Context: an optimization exercise on an open-source flow, tuned for small area. The choices shown serve that exercise and are no tape-out recipe. At most, simulation tests tie the RTL to the original design; equivalence was not proved.

Design cordic_vectoring_top, start of the top module:
module cordic_vectoring_top #(parameter data_width=16,cordic_steps=16,angle_width=20)(
    input clk,
    input nreset,
    input enable,
    input signed [data_width-1:0] x_vec_in,
    input signed [data_width-1:0] y_vec_in,
    output wire signed [data_width-1:0] x_vec_out,
    output [cordic_steps-1:0] micro_rotation,
    output signed [angle_width-1:0] angle,
    output done
    );
Size in the first run: roughly 240 flip-flops, roughly 88 I/O pins, roughly 26000 µm² of cells after synthesis.
==> flow/config.mk <==
export PLATFORM = sky130hd
export DESIGN_NAME = cordic_vectoring_top
export DESIGN_NICKNAME = cordic_vectoring_top
export VERILOG_FILES = /design/flow/design.v
export SDC_FILE = /design/flow/constraint.sdc
export NUM_CORES = 4
export LEC_CHECK = 0
export ABC_AREA = 1
export CAP_MARGIN = 20
export CORE_MARGIN = 2
export CORE_UTILIZATION = 50
export CTS_CLUSTER_DIAMETER = 100
export CTS_CLUSTER_SIZE = 50
export PLACE_DENSITY = 0.65
export SETUP_SLACK_MARGIN = -0.1
export SLEW_MARGIN = 20
==> flow/constraint.sdc <==
create_clock -name core_clock -period 7.0 [get_ports {clk}]
set_input_delay 1.4000 -clock core_clock [delete_from_list [all_inputs] [get_ports {clk}]]
set_output_delay 1.4000 -clock core_clock [all_outputs]
set_load 0.01 [all_outputs]
standard.sh (not shown) runs the stock make flow with config.mk's settings and CLKGATE_MAP_FILE= SYNTH_SCRIPT=/design/flow/synth_recipe.tcl, a recipe that flattens the netlist after the stock synthesis.
==> flow/flow/run.sh <==
#!/bin/bash
# The standard layout, with the port buffers made of the smallest buffer cell
# instead of the default clkdlybuf4s50_1. Every port still gets its buffer.
export BUFFER_PORTS_ARGS="-buffer_cell sky130_fd_sc_hd__buf_1"
bash standard.sh > standard.log 2>&1
Next try:
--- a/flow/config.mk
+++ b/flow/config.mk
@@ -9,8 +9,8 @@
 export CAP_MARGIN = 20
 export CORE_MARGIN = 2
-export CORE_UTILIZATION = 50
-export CTS_CLUSTER_DIAMETER = 100
-export CTS_CLUSTER_SIZE = 50
-export PLACE_DENSITY = 0.65
+export CORE_UTILIZATION = 60
+export CTS_CLUSTER_DIAMETER = 80
+export CTS_CLUSTER_SIZE = 40
+export PLACE_DENSITY = 0.75
 export SETUP_SLACK_MARGIN = -0.1
 export SLEW_MARGIN = 20
The changed run finished with timing, DRC and antenna clean; worst setup slack loses 110 ps; first-iteration DRC count rose by 37%.
Next try:
--- a/flow/config.mk
+++ b/flow/config.mk
@@ -9,8 +9,8 @@
 export CAP_MARGIN = 20
 export CORE_MARGIN = 2
-export CORE_UTILIZATION = 60
+export CORE_UTILIZATION = 50
 export CTS_CLUSTER_DIAMETER = 80
 export CTS_CLUSTER_SIZE = 40
-export PLACE_DENSITY = 0.75
+export PLACE_DENSITY = 0.65
 export SETUP_SLACK_MARGIN = -0.1
 export SLEW_MARGIN = 20
The changed run completed without violations.
Routed wire length went down by 3.5%.
Worst setup slack improves by 120 ps.
Hold slack gains 15 ps.
Next try:
--- a/flow/config.mk
+++ b/flow/config.mk
@@ -13,4 +13,3 @@
 export CTS_CLUSTER_SIZE = 40
 export PLACE_DENSITY = 0.65
-export SETUP_SLACK_MARGIN = -0.1
 export SLEW_MARGIN = 20
Effect:
- wire length goes up by 0.77%
- maximum frequency barely changes

========
cordic_vectoring_top, a different RTL version from the one above (not shown whole).
Size: ~3000 cells after synthesis, about 240 flip-flops, ~88 I/O pins, about 26000 sq um of cells after synthesis.
Settings: LEC_CHECK=0, ABC_AREA=1, CAP_MARGIN=20, CORE_MARGIN=2, CORE_UTILIZATION=50, PLACE_DENSITY=0.65, SLEW_MARGIN=20; clock period 7.0 ns.
run.sh (not shown) runs the stock make flow with config.mk's settings and CLKGATE_MAP_FILE= SYNTH_SCRIPT=/design/flow/synth_recipe.tcl, a recipe that flattens the netlist after the stock synthesis.
Stock flow here: none of the scripts above is used.
The first run passed the timing, design-rule and antenna checks.
Change:
CAP_MARGIN = 0   (was 20)
CORE_UTILIZATION = 60   (was 50)
PLACE_DENSITY = 0.75   (was 0.65)
SLEW_MARGIN = 0   (was 20)
What happened:
- The new run went through all stages and came out clean
- sequential share of layout area stays flat
- wire length grows by about 5%
- utilization grows by 12 points
- clock-buffer cell count grows by 1
- worst setup slack loses 190 ps
- final area shrinks by 0.39%
- worst hold slack loses 7.2 ps
- first-iteration DRC count grows by 62%
- clock skew shrinks by 12 ps
- non-clock buffer count grows by 6
Function was not checked in any run of this note: the RTL went through the layout flow alone.

========
cordic_vectoring_top, a different RTL version from the one above (not shown whole).
Size: about 3,100 cells after synthesis, roughly 240 flip-flops, roughly 88 I/O pins.
export LEC_CHECK = 0
export ABC_AREA = 1
export CAP_MARGIN = 20
export CORE_MARGIN = 2
export CORE_UTILIZATION = 50
export CTS_CLUSTER_DIAMETER = 80
export CTS_CLUSTER_SIZE = 50
export PLACE_DENSITY = 0.65
export SLEW_MARGIN = 20
create_clock -name core_clock -period 7.0 [get_ports {clk}]
Rerun with:
==> flow/flow/run.sh (new file) <==
#!/bin/bash
# The standard layout, with two changes: the port buffers are the smallest
# buffer cell instead of clkdlybuf4s50_1 (every port still gets its buffer),
# and after global routing the resizer downsizes gates off the critical paths.
export BUFFER_PORTS_ARGS="-buffer_cell sky130_fd_sc_hd__buf_1"
export RECOVER_POWER=100
bash standard.sh > standard.log 2>&1
==> flow/standard.sh (new file) <==
#!/bin/bash
# synth_recipe.tcl (not shown) runs the flow's synth.tcl, then flattens the netlist and writes it again
# the make line also repeats each setting of config.mk as NAME=value (left out here)
make -C /OpenROAD-flow-scripts/flow DESIGN_CONFIG=/design/flow/config.mk WORK_HOME=/design/flow/orfs CLKGATE_MAP_FILE= SYNTH_SCRIPT=/design/flow/synth_recipe.tcl "${@:-finish}"
CTS_CLUSTER_SIZE = 40   (was 50)
removed: flow/run.sh
Routed wire length stays flat; setup slack gets better by 0.013 ns.
Rerun with:
==> flow/run.sh (new file) <==
#!/bin/bash
# synth_recipe.tcl (not shown) runs the flow's synth.tcl, then flattens the netlist and writes it again
# the make line also repeats each setting of config.mk as NAME=value (left out here)
make -C /OpenROAD-flow-scripts/flow DESIGN_CONFIG=/design/flow/config.mk WORK_HOME=/design/flow/orfs CLKGATE_MAP_FILE= SYNTH_SCRIPT=/design/flow/synth_recipe.tcl finish
CORE_UTILIZATION = 40   (was 50)
CTS_CLUSTER_DIAMETER = unset   (was 80)
CTS_CLUSTER_SIZE = unset   (was 40)
PLACE_DENSITY = 0.5   (was 0.65)
removed: flow/flow/run.sh
removed: flow/standard.sh
Effect: The new run finished with timing, DRC and antenna clean. Non-clock buffer count rises by 50. Final cell count rose by a few percent. Hold slack improves by 0.0041 ns. Cell area came out higher by a few percent. First-iteration DRC count is lower by roughly a tenth. Wire length rises by a few percent. Critical path depth drops by 25. Area after synthesis stays the same. Global-route usage falls by 3.6 points.
Rerun with:
==> flow/flow/run.sh (new file) <==
#!/bin/bash
# The standard layout, with the port buffers made of the smallest buffer cell
# instead of the default clkdlybuf4s50_1. Every port still gets its buffer.
cp standard.sh standard_copy.sh.txt 2>/dev/null
export BUFFER_PORTS_ARGS="-buffer_cell sky130_fd_sc_hd__buf_1"
bash standard.sh > standard.log 2>&1
==> flow/standard.sh (new file) <==
#!/bin/bash
# synth_recipe.tcl (not shown) runs the flow's synth.tcl, then flattens the netlist and writes it again
# the make line also repeats each setting of config.mk as NAME=value (left out here)
make -C /OpenROAD-flow-scripts/flow DESIGN_CONFIG=/design/flow/config.mk WORK_HOME=/design/flow/orfs CLKGATE_MAP_FILE= SYNTH_SCRIPT=/design/flow/synth_recipe.tcl "${@:-finish}"
CORE_UTILIZATION = 50   (was 40)
CTS_CLUSTER_DIAMETER = 80   (was unset)
CTS_CLUSTER_SIZE = 40   (was unset)
PLACE_DENSITY = 0.65   (was 0.5)
removed: flow/run.sh
What happened: Routed wire length drops by 2.8%; area after synthesis is unchanged; design area drops by 4.7%.

[re-timing with driven ports]
No port has a modelled driver above. Below, the same layouts with a new extraction and two added sets of constraints. Step 1, drivers: a clkbuf_16 drives clk and a buf_2 each remaining input, both assumed. Step 2 moves the port delays by t, midway between the first and last clock arrival at a register: inputs arrive t later, outputs are due t later. That takes back most of the time a late clock gives input paths. a / b / c = ideal / step 1 / step 2; a / b = the first two.
run | t (ns) | slack for setup (ns) | worst hold slack (ns)
the first run of note 1 | 0.575 | 0.296 / 0.236 / 0.296 | 0.331 / 0.331 / 0.331
the second run of note 1 | 0.570 | 0.183 / 0.156 / 0.183 | 0.295 / 0.295 / 0.295
the third run of note 1 | 0.597 | 0.300 / 0.270 / 0.300 | 0.309 / 0.309 / 0.309
the fourth run of note 1 | 0.582 | 0.302 / 0.253 / 0.302 | 0.286 / 0.286 / 0.286
the first run of note 2 | 0.611 | 0.383 / 0.326 / -0.098 | 0.322 / 0.322 / 0.322
the second run of note 2 | 0.609 | 0.197 / 0.197 / -0.210 | 0.315 / 0.315 / 0.315
the first run of note 3 | 0.566 | 0.285 / 0.229 / 0.379 | 0.310 / 0.310 / 0.310
the second run of note 3 | 0.586 | 0.298 / 0.298 / 0.298 | 0.303 / 0.303 / 0.303
the third run of note 3 | 0.633 | 0.378 / 0.315 / 0.435 | 0.307 / 0.307 / 0.307
the fourth run of note 3 | 0.585 | 0.299 / 0.299 / 0.299 | 0.302 / 0.302 / 0.302
With both steps, setup timing fails in the first run of note 2 and the second run of note 2, where it was met with ideal ports. For the first run of note 2, which loses most, drivers alone change the setup slack by -0.057 ns; drivers and shift together by -0.481 ns.
